This is an optimization exercise on Yosys and OpenROAD, whose aim is small area, a short achievable clock period and few clock cycles, not a production implementation.
At most, simulation tests tie the RTL to the original design; equivalence was not proved.
The RTL of run 1 was laid out without a check of its function.
Power and IR drop assume default switching activity.

==> flow/config.mk <==
export PLATFORM = sky130hd
export DESIGN_NAME = riscv_cpu
export DESIGN_NICKNAME = riscv_cpu
export VERILOG_FILES = /design/flow/design.v
export SDC_FILE = /design/flow/constraint.sdc
export NUM_CORES = 4
export LEC_CHECK = 0
export CAP_MARGIN = 20
export CORE_MARGIN = 2
export CORE_UTILIZATION = 40
export PLACE_DENSITY = 0.6
export SLEW_MARGIN = 20
==> flow/constraint.sdc <==
create_clock -name core_clock -period 9.0 [get_ports {clk}]
set_input_delay 1.8000 -clock core_clock [delete_from_list [all_inputs] [get_ports {clk}]]
set_output_delay 1.8000 -clock core_clock [all_outputs]
set_load 0.01 [all_outputs]
==> flow/design.v <==
`timescale 1ns/1ps
module riscv_cpu (
    input  wire        clk,
    input  wire        rst_n,
    output wire [31:0] imem_addr,
    input  wire [31:0] imem_rdata,
    output wire [31:0] dmem_addr,
    output wire [31:0] dmem_wdata,
    output wire [1:0]  dmem_size,
    output wire        dmem_we,
    input  wire [31:0] dmem_rdata
);
    reg  [31:0] pc;
    reg         x_valid;
    reg  [31:0] x_a, x_b;         
    reg  [11:0] x_imm;            
    reg  [31:0] x_alt;            
    reg  [4:0]  x_rd;
    reg         x_wen;            
    reg         x_use_imm;
    reg         x_sub;            
    reg  [2:0]  x_f3;             
    reg  [2:0]  x_fn;             
    reg         x_f7;             
    reg         x_alu;            
    reg         x_load, x_store, x_br, x_jalr, x_pred;
    reg         m_valid;
    reg  [31:0] m_res;
    reg  [31:0] m_sdata;
    reg  [4:0]  m_rd;
    reg         m_wen;
    reg         m_load, m_store;
    reg  [2:0]  m_f3;
    wire [32*32-1:0] rf_q;
    assign rf_q[31:0] = 32'b0;
    reg  [31:0] ld_data;
    always @(*) begin
        case (m_f3)
            3'b000:  ld_data = {{24{dmem_rdata[7]}}, dmem_rdata[7:0]};
            3'b001:  ld_data = {{16{dmem_rdata[15]}}, dmem_rdata[15:0]};
            3'b100:  ld_data = {24'b0, dmem_rdata[7:0]};
            3'b101:  ld_data = {16'b0, dmem_rdata[15:0]};
            default: ld_data = dmem_rdata;
        endcase
    end
    wire [31:0] wb_data = m_load ? ld_data : m_res;
    assign imem_addr  = pc;
    assign dmem_addr  = m_res;
    assign dmem_wdata = m_sdata;
    assign dmem_size  = m_f3[1:0];
    assign dmem_we    = m_valid & m_store;
    genvar gi;
    generate
        for (gi = 1; gi < 32; gi = gi + 1) begin : g_rf
            reg [31:0] r;
            always @(posedge clk)
                if (m_wen && m_rd == gi) r <= wb_data;
            assign rf_q[gi*32 +: 32] = r;
        end
    endgenerate
    wire [31:0] a  = x_a;
    wire [31:0] b  = x_b;
    wire [31:0] bi = x_use_imm ? {{20{x_imm[11]}}, x_imm} : b;
    wire [32:0] sum = {1'b0, a} + {1'b0, bi ^ {32{x_sub}}} + {32'b0, x_sub};
    wire        ltu = ~sum[32];
    wire        lts = (a[31] ^ bi[31]) ? a[31] : sum[31];
    wire        eq  = (a == b);
    wire        sl = (x_fn == 3'b001);
    wire [4:0]  shamt = bi[4:0];
    reg  [31:0] a_rev, sh_rev;
    integer j;
    always @(*) for (j = 0; j < 32; j = j + 1) a_rev[j] = a[31 - j];
    wire [31:0] sh_in = sl ? a_rev : a;
    wire signed [32:0] sh_ext = {x_f7 & ~sl & a[31], sh_in};
    wire [31:0] sh_out = sh_ext >>> shamt;
    always @(*) for (j = 0; j < 32; j = j + 1) sh_rev[j] = sh_out[31 - j];
    reg  [31:0] alu_out;
    always @(*) begin
        case (x_fn)
            3'b000:  alu_out = sum[31:0];
            3'b001:  alu_out = sh_rev;
            3'b010:  alu_out = {31'b0, lts};
            3'b011:  alu_out = {31'b0, ltu};
            3'b100:  alu_out = a ^ bi;
            3'b101:  alu_out = sh_out;
            3'b110:  alu_out = a | bi;
            default: alu_out = a & bi;
        endcase
    end
    reg taken;
    always @(*) begin
        case (x_f3)
            3'b000:  taken = eq;
            3'b001:  taken = ~eq;
            3'b100:  taken = lts;
            3'b101:  taken = ~lts;
            3'b110:  taken = ltu;
            default: taken = ~ltu;
        endcase
    end
    wire        redirect    = x_valid & ((x_br & (taken ^ x_pred)) | x_jalr);
    wire [31:0] redirect_pc = x_jalr ? {sum[31:1], 1'b0} : x_alt;
    always @(posedge clk or negedge rst_n) begin
        if (!rst_n) begin
            m_valid <= 1'b0;
            m_wen   <= 1'b0;
            m_load  <= 1'b0;
            m_store <= 1'b0;
        end else begin
            m_valid <= x_valid;
            m_wen   <= x_valid & x_wen;
            m_load  <= x_valid & x_load;
            m_store <= x_valid & x_store;
        end
    end
    wire [31:0] x_res = x_alu ? alu_out : x_alt;
    always @(posedge clk) begin
        m_res   <= x_res;
        m_sdata <= b;
        m_rd    <= x_rd;
        m_f3    <= x_f3;
    end
    wire [31:0] ins = imem_rdata;
    wire [4:0]  opc = ins[6:2];
    wire [4:0]  rs1 = ins[19:15];
    wire [4:0]  rs2 = ins[24:20];
    wire [4:0]  rd  = ins[11:7];
    wire [2:0]  f3  = ins[14:12];
    wire op_lui   = (opc == 5'b01101);
    wire op_auipc = (opc == 5'b00101);
    wire op_jal   = (opc == 5'b11011);
    wire op_jalr  = (opc == 5'b11001);
    wire op_br    = (opc == 5'b11000);
    wire op_load  = (opc == 5'b00000);
    wire op_store = (opc == 5'b01000);
    wire op_imm   = (opc == 5'b00100);
    wire op_reg   = (opc == 5'b01100);
    wire use_rs1 = op_jalr | op_br | op_load | op_store | op_imm | op_reg;
    wire use_rs2 = op_br | op_store | op_reg;
    wire wr_rd   = (op_lui | op_auipc | op_jal | op_jalr | op_load | op_imm | op_reg) & (rd != 5'd0);
    wire        sj = ins[3];
    wire        su = ins[2] & ~ins[3];
    wire        sg = ins[31];
    wire [31:0] timm;
    assign timm[0]     = 1'b0;
    assign timm[4:1]   = su ? 4'b0 : sj ? ins[24:21] : ins[11:8];
    assign timm[10:5]  = su ? 6'b0 : ins[30:25];
    assign timm[11]    = su ? 1'b0 : sj ? ins[20] : ins[7];
    assign timm[19:12] = (sj | su) ? ins[19:12] : {8{sg}};
    assign timm[30:20] = su ? ins[30:20] : {11{sg}};
    assign timm[31]    = sg;
    wire [31:0] tgt = pc + timm;
    wire [31:0] pc4 = pc + 32'd4;
    wire pred = op_jal | (op_br & ins[31]);
    wire [31:0] sel1, sel2;
    genvar gs;
    generate
        for (gs = 0; gs < 32; gs = gs + 1) begin : g_sel
            assign sel1[gs] = (rs1 == gs);
            assign sel2[gs] = (rs2 == gs);
        end
    endgenerate
    wire [31:0] rf1, rf2;
    rf_rd u_rd1 (.q(rf_q), .sel(sel1), .y(rf1));
    rf_rd u_rd2 (.q(rf_q), .sel(sel2), .y(rf2));
    wire [31:0] ra  = (x_valid && x_wen && x_rd == rs1) ? x_res :
                      (m_wen && m_rd == rs1) ? wb_data : rf1;
    wire [31:0] rb  = (x_valid && x_wen && x_rd == rs2) ? x_res :
                      (m_wen && m_rd == rs2) ? wb_data : rf2;
    wire stall = x_valid & x_load & x_wen &
                 ((use_rs1 & (rs1 == x_rd)) | (use_rs2 & (rs2 == x_rd)));
    always @(posedge clk or negedge rst_n) begin
        if (!rst_n) begin
            pc      <= 32'b0;
            x_valid <= 1'b0;
        end else begin
            if (redirect)
                pc <= redirect_pc;
            else if (!stall)
                pc <= pred ? tgt : pc4;
            x_valid <= ~redirect & ~stall;
        end
    end
    always @(posedge clk) begin
        x_a       <= ra;
        x_b       <= rb;
        x_imm     <= op_store ? {ins[31:25], ins[11:7]} : ins[31:20];
        x_alt     <= op_lui ? {ins[31:12], 12'b0} :
                     ((op_br & ~ins[31]) | op_auipc) ? tgt : pc4;
        x_rd      <= rd;
        x_wen     <= wr_rd;
        x_use_imm <= ~(op_reg | op_br);
        x_sub     <= op_br | (op_reg & ins[30] & (f3 == 3'b000)) |
                     ((op_reg | op_imm) & (f3 == 3'b010 || f3 == 3'b011));
        x_f3      <= f3;
        x_fn      <= (op_imm | op_reg) ? f3 : 3'b000;
        x_f7      <= ins[30];
        x_alu     <= ~(op_lui | op_auipc | op_jal | op_jalr);
        x_load    <= op_load;
        x_store   <= op_store & ~f3[2] & ~(f3[1] & f3[0]);
        x_br      <= op_br;
        x_jalr    <= op_jalr;
        x_pred    <= pred;
    end
endmodule
module rf_rd (
    input  wire [32*32-1:0] q,
    input  wire [31:0]      sel,
    output reg  [31:0]      y
);
    integer i;
    always @(*) begin
        y = 32'b0;
        for (i = 1; i < 32; i = i + 1)
            y = y | ({32{sel[i]}} & q[i*32 +: 32]);
    end
endmodule
==> flow/run.sh <==
#!/bin/bash
# synth_recipe.tcl (not shown) runs the flow's synth.tcl, then flattens the netlist and writes it again
# the make line also repeats each setting of config.mk as NAME=value (left out here)
make -C /OpenROAD-flow-scripts/flow DESIGN_CONFIG=/design/flow/config.mk WORK_HOME=/design/flow/orfs CLKGATE_MAP_FILE= SYNTH_SCRIPT=/design/flow/synth_recipe.tcl finish
==> impl_metrics.env, run 1 <==
export IMPL_setup_viol=0
export IMPL_track_usage_pct=37.72
export IMPL_synth_area_leaders="edfxtp_1 (50%), dfxtp_1 (6.7%), a22oi_1 (6.5%)"
export IMPL_pre_cts_slack_ns=2.400
export IMPL_cts_buffers_inserted=131
export IMPL_post_route_period_util_pct=73.52
export IMPL_min_path_type="reg -> reg"
export IMPL_ir_drop_mv=0.2153
export IMPL_clock_latency_ns=0.80
export IMPL_crit_chain="mux2i_4 > buf_4 > nor2_1 > a21oi_1 > fa_1 > nor2b_1 > o31a_1 > o311ai_0 > a31oi_1 > nand4b_1 > a21oi_1 > nor2_1 > xnor2_1 > mux2i_1 > mux2i_1 > a21o_1 > buf_4 > mux2i_1"
export IMPL_drc=0
export IMPL_synth_edf_count=992
export IMPL_rsz0062_at_grt="no"
export IMPL_cts_hold_buf=0
export IMPL_max_freq_mhz=151.1
export IMPL_place_congestion=1.005
export IMPL_drv_slew=0
export IMPL_num_vias=52230
export IMPL_avgRoutedWirePerCell_um=41.47
export IMPL_grt_pass1_wl_mm=396.4
export IMPL_cp_max_fo=40
export IMPL_synth_top_area_cell="edfxtp_1"
export IMPL_status="timing/DRC/antenna clean"
export IMPL_grt_pass1_vias=48590
export IMPL_nFillCells=13190
export IMPL_antenna_found_initial=12
export IMPL_placedCellCount=6877
export IMPL_cp_start_kind="register"
export IMPL_clkSinkCount=1229
export IMPL_cp_required_ns=9.69
export IMPL_ys_ff_latch=1229
export IMPL_yosysUniqueCellTypes=82
export IMPL_via_per_inst=7.334
export IMPL_netlist_area_leader_share_pct=50.05
export IMPL_grt_max_degree=66
export IMPL_grt_ovfl_total=0
export IMPL_ant_nets=0
export IMPL_hold_viol=0
export IMPL_dieArea_um2=151900
export IMPL_cts_tree="yes"
export IMPL_finalNonFillerCells=7121
export IMPL_crit_arrival_ns=7.31
export IMPL_clkSlewWorstSetupHoldPaths_ns=0.06
export IMPL_synth_top_cells_by_count="edfxtp_1 (992), a22oi_1 (517), nor2_1 (374)"
export IMPL_cp_common_cell="mux2i_1"
export IMPL_cts_setup_buffers=0
export IMPL_layout_drive_gt1_share_pct=11.89
export IMPL_path_class="reg -> reg"
export IMPL_io_pins=165
export IMPL_fin_worst_skew_ns=0.04228
export IMPL_die_w_um=389.7
export IMPL_yosys_warnings=2
export IMPL_synthToLayoutAreaGrowth_pct=15.80
export IMPL_dpl_hpwl_mm=176.2
export IMPL_synth_area_per_cell_um2=12.05
export IMPL_syn_area_um2=59510
export IMPL_critPathSlowestCell="dfxtp_1"
export IMPL_cts_max_path_buffers=3
export IMPL_drt_iter0_drc=10440
export IMPL_ys_flop_type="edfxtp_1"
export IMPL_fp_row_count=141
export IMPL_htreeDepth=4
export IMPL_finalPower_mw=17.49
export IMPL_yosysSeqAreaShare_pct=58.34
export IMPL_min_period_ns=6.617
export IMPL_die_h_um=389.7
export IMPL_critPathTopFamily="compound AO/OA/AOI/OAI gates"
export IMPL_syn_num_nets=5133
export IMPL_finalNetCount=5274
export IMPL_clock_root_buffer="clkbuf_16"
export IMPL_tightest_slew_ns=1.285
export IMPL_critical_path_max_stage_delay_ns=0.99
export IMPL_finalWirelength_mm=295.3
export IMPL_start_util_pct=40.30
export IMPL_power_density_nw_per_um2=253.8
export IMPL_worst_setup_path_end_kind="register"
export IMPL_tns_ns=0
export IMPL_worstPathBufferInverterCount=2
export IMPL_numPortBuffers=162
export IMPL_dr_pass1_iters=10
export IMPL_maxSlewHeadroom_pct=14.14
export IMPL_synthCells=4939
export IMPL_fin_ws_ns=2.383
export IMPL_leakage_nw=23.61
export IMPL_async_reset_ff_share_pct=3.011
export IMPL_fp_coreArea_um2=147700
export IMPL_maxCapViolations=0
export IMPL_fin_hold_ws_ns=0.3730
export IMPL_synth_most_common_cell="edfxtp_1"
export IMPL_cts_resized_gates=0
[through the flow]
step	area (um^2)	util (%)
final	68910	46.67
after detailed placement	64670	43.80
after floorplan	59510	-
after global routing	68900	46.66
after CTS	68890	46.66
after global placement	64670	43.79
[layout make-up]
type | count | area (um^2) | area share, %
timing repair buffer | 371 | 3248 | 4.713
antenna | 8 | 20.02 | 0.02905
inverter | 118 | 442.9 | 0.6427
tap | 1930 | 2415 | 3.504
sequential | 1229 | 34720 | 50.38
multi-input combinational | 3229 | 23850 | 34.60
clock buffer | 169 | 3640 | 5.282
clock inverter | 67 | 580.6 | 0.8424
[flip-flops by register name (all words and copies together), names as in the netlist, 12 cells and up]
name	count
g_rf.r	992
x_imm	12
pc	32
x_a	32
x_b	32
m_sdata	32
x_alt	32
m_res	32
[worst reg2reg max path, delay by kind of cell (launching register included)]
family	cells	cell delay (ns)
AOI/OAI and AO/OA	6	2.29
DFF	1	0.99
muxes	4	1.25
and+or+nand+nor	4	0.61
adders and majority gates	1	0.24
buffers and inverters	2	1.01
xor gates and xnor gates	1	0.15
[placed cells by master, fill, tap and decap left out, drive strengths merged, types with 9 or more instances in the layout]
| cell | netlist | final |
|---|---|---|
| a211oi | 37 | 37 |
| a21o | 56 | 56 |
| a21oi | 230 | 230 |
| a221oi | 199 | 199 |
| a222oi | 64 | 64 |
| a22o | 200 | 200 |
| a22oi | 517 | 517 |
| a31oi | 35 | 35 |
| and2 | 10 | 10 |
| and3 | 25 | 25 |
| buf | 64 | 210 |
| clkbuf | 299 | 169 |
| clkdlybuf4s50 | 0 | 161 |
| clkinv | 1 | 42 |
| dfrtp | 37 | 37 |
| dfxtp | 200 | 200 |
| edfxtp | 992 | 992 |
| ha | 126 | 126 |
| inv | 117 | 131 |
| mux2 | 24 | 24 |
| mux2i | 176 | 176 |
| mux4 | 30 | 30 |
| nand2 | 189 | 189 |
| nand2b | 16 | 16 |
| nand3 | 175 | 175 |
| nand3b | 9 | 9 |
| nand4 | 145 | 145 |
| nor2 | 374 | 374 |
| nor2b | 20 | 20 |
| nor3 | 22 | 22 |
| o211ai | 17 | 17 |
| o21a | 14 | 14 |
| o21ai | 141 | 141 |
| o22ai | 83 | 83 |
| or2 | 12 | 12 |
| or3 | 12 | 12 |
| xnor2 | 115 | 115 |
| xor2 | 56 | 56 |
[cell families after synthesis]
group	synth area share (%)
XOR/XNOR	2.517
buffers and inverters	3.128
AND/OR/NAND/NOR	8.141
adder cells (fa/ha/maj)	2.716
AO/OA/AOI/OAI	20.58
flip-flops	58.34
multiplexers	4.577
[metal layers]
| layer | global-route usage, % | wire [um] | vias to the layer above |
|---|---|---|---|
| met1 | 44.90 | 98020 | 25170 |
| met4 | 27.95 | 29100 | 28 |
| met3 | 16.39 | 48230 | 1667 |
| met5 | 0 | 187 | - |
| met2 | 53.93 | 119800 | 5268 |
| li1 | - | - | 20090 |
[power by group]
| part | switching, mW | total [mW] | internal (mW) |
|---|---|---|---|
| clock network | 2.38 | 5.43 | 3.05 |
| registers | 0.555 | 7.67 | 7.11 |
| logic | 2.93 | 4.39 | 1.47 |
| total | 5.86 | 17.5 | 11.6 |
[path summary, 6_finish.rpt]
kind,startpoint,end,slack (ns),depth (start not counted)
worst min-delay path,x_f3[2]$_DFF_P_,m_f3[2]$_DFF_P_,0.37,0
worst max register to register,x_use_imm$_DFF_P_,pc[13]$_DFFE_PN0P_,2.38,18
min in group asynchronous,rst_n,pc[29]$_DFFE_PN0P_,1.19,1
max in group asynchronous,rst_n,m_load$_DFF_PN0_,7.11,1
worst max-delay path,x_use_imm$_DFF_P_,pc[13]$_DFFE_PN0P_,2.38,18
worst min register to register,x_f3[2]$_DFF_P_,m_f3[2]$_DFF_P_,0.37,0
==> inputs of run 2 (changes only) <==
--- a/flow/design.v
+++ b/flow/design.v
@@ -18,4 +18,5 @@
     reg  [4:0]  x_rd;
     reg         x_wen;            
+    reg         x_fa, x_fb;       
     reg         x_use_imm;
     reg         x_sub;            
@@ -32,6 +33,6 @@
     reg         m_load, m_store;
     reg  [2:0]  m_f3;
-    wire [32*32-1:0] rf_q;
-    assign rf_q[31:0] = 32'b0;
+    wire [31:0] rf [0:31];
+    assign rf[0] = 32'b0;
     reg  [31:0] ld_data;
     always @(*) begin
@@ -56,9 +57,9 @@
             always @(posedge clk)
                 if (m_wen && m_rd == gi) r <= wb_data;
-            assign rf_q[gi*32 +: 32] = r;
+            assign rf[gi] = r;
         end
     endgenerate
-    wire [31:0] a  = x_a;
-    wire [31:0] b  = x_b;
+    wire [31:0] a  = x_fa ? m_res : x_a;
+    wire [31:0] b  = x_fb ? m_res : x_b;
     wire [31:0] bi = x_use_imm ? {{20{x_imm[11]}}, x_imm} : b;
     wire [32:0] sum = {1'b0, a} + {1'b0, bi ^ {32{x_sub}}} + {32'b0, x_sub};
@@ -114,7 +115,6 @@
         end
     end
-    wire [31:0] x_res = x_alu ? alu_out : x_alt;
     always @(posedge clk) begin
-        m_res   <= x_res;
+        m_res   <= x_alu ? alu_out : x_alt;
         m_sdata <= b;
         m_rd    <= x_rd;
@@ -139,33 +139,21 @@
     wire use_rs2 = op_br | op_store | op_reg;
     wire wr_rd   = (op_lui | op_auipc | op_jal | op_jalr | op_load | op_imm | op_reg) & (rd != 5'd0);
-    wire        sj = ins[3];
-    wire        su = ins[2] & ~ins[3];
-    wire        sg = ins[31];
-    wire [31:0] timm;
-    assign timm[0]     = 1'b0;
-    assign timm[4:1]   = su ? 4'b0 : sj ? ins[24:21] : ins[11:8];
-    assign timm[10:5]  = su ? 6'b0 : ins[30:25];
-    assign timm[11]    = su ? 1'b0 : sj ? ins[20] : ins[7];
-    assign timm[19:12] = (sj | su) ? ins[19:12] : {8{sg}};
-    assign timm[30:20] = su ? ins[30:20] : {11{sg}};
-    assign timm[31]    = sg;
-    wire [31:0] tgt = pc + timm;
+    reg  [31:0] timm;
+    always @(*) begin
+        timm = 32'b0;
+        if (op_br)
+            timm = {{20{ins[31]}}, ins[7], ins[30:25], ins[11:8], 1'b0};
+        else if (op_jal)
+            timm = {{12{ins[31]}}, ins[19:12], ins[20], ins[30:21], 1'b0};
+        else
+            timm = {ins[31:12], 12'b0};
+    end
+    wire [31:0] tgt = (op_lui ? 32'b0 : pc) + timm;
     wire [31:0] pc4 = pc + 32'd4;
     wire pred = op_jal | (op_br & ins[31]);
-    wire [31:0] sel1, sel2;
-    genvar gs;
-    generate
-        for (gs = 0; gs < 32; gs = gs + 1) begin : g_sel
-            assign sel1[gs] = (rs1 == gs);
-            assign sel2[gs] = (rs2 == gs);
-        end
-    endgenerate
-    wire [31:0] rf1, rf2;
-    rf_rd u_rd1 (.q(rf_q), .sel(sel1), .y(rf1));
-    rf_rd u_rd2 (.q(rf_q), .sel(sel2), .y(rf2));
-    wire [31:0] ra  = (x_valid && x_wen && x_rd == rs1) ? x_res :
-                      (m_wen && m_rd == rs1) ? wb_data : rf1;
-    wire [31:0] rb  = (x_valid && x_wen && x_rd == rs2) ? x_res :
-                      (m_wen && m_rd == rs2) ? wb_data : rf2;
+    wire [31:0] rf1 = rf[rs1];
+    wire [31:0] rf2 = rf[rs2];
+    wire [31:0] ra  = (m_wen && m_rd == rs1) ? wb_data : rf1;
+    wire [31:0] rb  = (m_wen && m_rd == rs2) ? wb_data : rf2;
     wire stall = x_valid & x_load & x_wen &
                  ((use_rs1 & (rs1 == x_rd)) | (use_rs2 & (rs2 == x_rd)));
@@ -186,8 +174,9 @@
         x_b       <= rb;
         x_imm     <= op_store ? {ins[31:25], ins[11:7]} : ins[31:20];
-        x_alt     <= op_lui ? {ins[31:12], 12'b0} :
-                     ((op_br & ~ins[31]) | op_auipc) ? tgt : pc4;
+        x_alt     <= ((op_br & ~ins[31]) | op_auipc | op_lui) ? tgt : pc4;
         x_rd      <= rd;
         x_wen     <= wr_rd;
+        x_fa      <= x_valid & x_wen & (rs1 == x_rd);
+        x_fb      <= x_valid & x_wen & (rs2 == x_rd);
         x_use_imm <= ~(op_reg | op_br);
         x_sub     <= op_br | (op_reg & ins[30] & (f3 == 3'b000)) |
@@ -204,14 +193,2 @@
     end
 endmodule
-module rf_rd (
-    input  wire [32*32-1:0] q,
-    input  wire [31:0]      sel,
-    output reg  [31:0]      y
-);
-    integer i;
-    always @(*) begin
-        y = 32'b0;
-        for (i = 1; i < 32; i = i + 1)
-            y = y | ({32{sel[i]}} & q[i*32 +: 32]);
-    end
-endmodule
==> run 2 against run 1 <==
- design area is 1.7% higher
- register-to-register slack improved by 0.35 ns
- largest cell class unchanged
- sequential share of layout area fell by 0.78 points
- highest routed layer unchanged
- still clean
- die area rose by 1.4%
- clock-buffer cell count shrank 5
- combinational power barely moved
- critical path type is now in -> reg
==> impl_metrics.env, run 2 <==
export IMPL_tightest_slew_ns=1.345
export IMPL_synthToLayoutAreaGrowth_pct=16.13
export IMPL_antenna_found_initial=18
export IMPL_switching_share_pct=33.58
export IMPL_cts_setup_buffers=0
export IMPL_p_clk_share_pct=32.3
export IMPL_post_route_period_util_pct=75.72
export IMPL_die_h_um=392.4
export IMPL_syn_num_nets=5184
export IMPL_drc=0
export IMPL_synthCells=4990
export IMPL_cts_max_path_buffers=3
export IMPL_internal_power_mw=11.91
export IMPL_regArea_um2=34770
export IMPL_cts_resized_gates=0
export IMPL_maxSlewHeadroom_pct=9.663
export IMPL_p_seq_share_pct=43.4
export IMPL_power_density_nw_per_um2=255.9
export IMPL_critPathSlowestCell="o41ai_1"
export IMPL_grt_max_degree=49
export IMPL_synth_top_cells_by_count="edfxtp_1 (992), a22oi_1 (425), clkbuf_1 (287)"
export IMPL_dpl_hpwl_mm=187.7
export IMPL_rsz0062_at_grt="no"
export IMPL_async_reset_ff_share_pct=3.006
export IMPL_cp_start_kind="input port"
export IMPL_final_cell_mix="edfxtp_1 (992), a22oi_1 (425), a221oi_1 (249), a22o_1 (247)"
export IMPL_ys_flop_type="edfxtp_1"
export IMPL_multi_input_area_um2=24540
export IMPL_path_class="in -> reg"
export IMPL_dieArea_um2=154000
export IMPL_cp_max_fo=13
export IMPL_cts_hold_buf=0
export IMPL_hold_viol=0
export IMPL_io_pins=165
export IMPL_largest_reg_flops=992
export IMPL_crit_chain="clkdlybuf4s50_1 > nand3b_1 > or3_1 > clkinv_1 > nor2_1 > buf_4 > nor2b_1 > ha_1 > a21o_1 > a21o_1 > o41ai_1 > o211ai_1 > o21ai_0 > o221ai_1 > a21oi_1 > xnor2_1 > o21ai_0 > a221o_1"
export IMPL_synth_area_leaders="edfxtp_1 (49%), dfxtp_1 (6.7%), a22oi_1 (5.3%)"
export IMPL_numPortBuffers=162
export IMPL_fp_coreArea_um2=149800
export IMPL_worst_setup_path_end_kind="register"
export IMPL_drv_slew=0
export IMPL_tns_ns=0
export IMPL_die_w_um=392.4
export IMPL_clock_root_buffer="clkbuf_16"
export IMPL_drt_iter0_drc=11310
export IMPL_min_path_cells=0
export IMPL_synth_top_area_cell="edfxtp_1"
export IMPL_htreeDepth=4
export IMPL_synth_area_per_cell_um2=12.09
export IMPL_fp_row_count=142
export IMPL_fin_util_pct=46.79
export IMPL_min_period_ns=6.815
export IMPL_ir_drop_mv=0.2218
export IMPL_setup_viol=0
export IMPL_ant_nets=0
export IMPL_grt_ovfl_total=0
export IMPL_yosysSeqAreaShare_pct=57.60
export IMPL_yosys_warnings=1
export IMPL_synth_edf_count=992
export IMPL_start_util_pct=40.29
export IMPL_status="timing/DRC/antenna clean"
export IMPL_finalNetCount=5326
export IMPL_ys_ff_latch=1231
export IMPL_dr_pass1_iters=8
export IMPL_max_freq_mhz=146.7
export IMPL_leakage_nw=23.91
export IMPL_finalPower_mw=17.93
export IMPL_avgRoutedWirePerCell_um=41.68
export IMPL_nFillCells=13420
export IMPL_clkSlewWorstSetupHoldPaths_ns=0.06
export IMPL_place_congestion=1.030
export IMPL_num_vias=52960
export IMPL_critical_path_max_stage_delay_ns=0.85
export IMPL_cp_required_ns=9.67
export IMPL_fin_worst_skew_ns=0.06623
export IMPL_finalWirelength_mm=302.9
export IMPL_netlist_area_leader_share_pct=49.36
export IMPL_cts_tree="yes"
export IMPL_net_switching_power_mw=6.021
export IMPL_via_per_inst=7.287
export IMPL_min_path_type="reg -> reg"
export IMPL_crit_arrival_ns=7.48
export IMPL_syn_area_um2=60350
export IMPL_layout_commonest_cell="edfxtp_1"
export IMPL_worst_r2r_cell_count=16
export IMPL_p_comb_share_pct=24.3
export IMPL_grt_pass1_wl_mm=406.4
export IMPL_maxCapViolations=0
export IMPL_grt_pass1_vias=49150
export IMPL_track_usage_pct=38.29
export IMPL_cts_buffers_inserted=133
export IMPL_clkSinkCount=1231
export IMPL_layout_drive_gt1_share_pct=12.21
export IMPL_synth_most_common_cell="edfxtp_1"
export IMPL_clock_latency_ns=0.82
export IMPL_yosysUniqueCellTypes=99
export IMPL_regMostFlops="g_rf.r"
[run 2: cell types whose count changed in the layout (fill, tap and decap cells not counted), sizes merged, moves of 34 or more]
cell    change
a21oi      -69
a221oi     +50
a22o       +47
a22oi      -92
and2       +35
mux2       +61
nand4      -46
nor2       -97
nor3       +53
o21ai      +34
[run 2: area by class of cell]
cell class | count | area share, %
well taps | 2016 | 3.599
repair buffers | 355 | 4.506
diodes | 11 | 0.03928
inverters | 135 | 0.7231
multi-input cells | 3276 | 35.02
clock inverters | 80 | 1.485
flip-flops and latches | 1231 | 49.61
clock buffers | 164 | 5.019
[run 2: final timing paths]
check	slack, ns	to	from
setup / recovery	2.18	pc[31]$_DFFE_PN0P_	imem_rdata[5]
min in group asynchronous	1.09	m_valid$_DFF_PN0_	rst_n
setup reg to reg	2.73	pc[5]$_DFFE_PN0P_	x_fb$_DFF_P_
hold / removal	0.40	m_rd[4]$_DFF_P_	x_rd[4]$_DFF_P_
max in group asynchronous	7.45	m_load$_DFF_PN0_	rst_n
hold reg to reg	0.40	m_rd[4]$_DFF_P_	x_rd[4]$_DFF_P_
[run 2: critical path: cells and delay by family]
kind            cells  cell delay, ns
simple gates        4            1.08
xor+xnor            1            0.18
fa+ha+maj           1            0.34
buf+inv             3            1.25
compound gates      9            2.82
[run 2: cells by family after synthesis]
kind of cell	share of synthesized area, %
simple gates	8.310
compound gates	20.74
fa+ha+maj	2.679
xor+xnor	2.990
flops	57.60
mux	4.559
buf+inv	3.127
[run 2: through the flow]
| step | setup WS, ns | hold WS, ns | instances | area (um^2) |
|---|---|---|---|---|
| finish | 2.185 | 0.4019 | 7268 | 70080 |
| global route | 1.854 | 0.4149 | 7258 | 70060 |
| CTS | 2.325 | 0.4030 | 7255 | 70000 |
| detailed placement | 1.520 | 0.3899 | 7011 | 65440 |
| global placement | 1.618 | 0.3908 | 7011 | 65430 |
| floorplan | 3.330 | 0.3519 | 4990 | 60350 |
[run 2: routing by layer]
layer	vias up	wire length, um	track usage [%]	share of wire [%]
li1	20340	-	-	-
met1	25530	102100	46.77	34
met2	5453	125000	55.16	41
met3	1615	49790	15.81	16
met4	22	25820	25.56	8.5
met5	-	188	0.1595	0.062
[run 2: power groups by stage]
stage | clock network [mW] | logic, mW | registers (mW)
floorplan | 0 | 2.37 | 7.58
global placement | 0 | 4.15 | 7.87
detailed placement | 0 | 4.17 | 7.86
CTS | 5.77 | 4.19 | 7.75
global route | 6.00 | 4.57 | 7.78
finish | 5.79 | 4.36 | 7.78
Testbench counts of run 2, summed over its fixed seeds: cycles 49,879.

## afterwards: timing with drivers on the ports
The flow's constraints put no driver on any port. The routed layouts listed below were extracted and timed again, unchanged, in two steps. Step 1, drivers: a clkbuf_16 drives clk and a buf_2 each remaining input, both assumed. Step 2 also shifts input and output timing later by t, the mid clock arrival at the registers, as if the neighbouring blocks saw the same clock. Slacks: ideal / step 1 / step 2; pairs: ideal / step 1.
run	t (ns)	slack for setup (ns)	worst setup path at the end	clock arrival spread, ns
run 1	0.855	2.383 / 2.383 / 2.330	input to register	0.044 / 0.044
run 2	0.866	2.185 / 2.226 / 1.360	input to register	0.068 / 0.068
After both steps setup and hold are still met in every run listed. The setup slack of run 2, which loses most, moves by +0.041 ns with the drivers and by -0.825 ns with both steps.
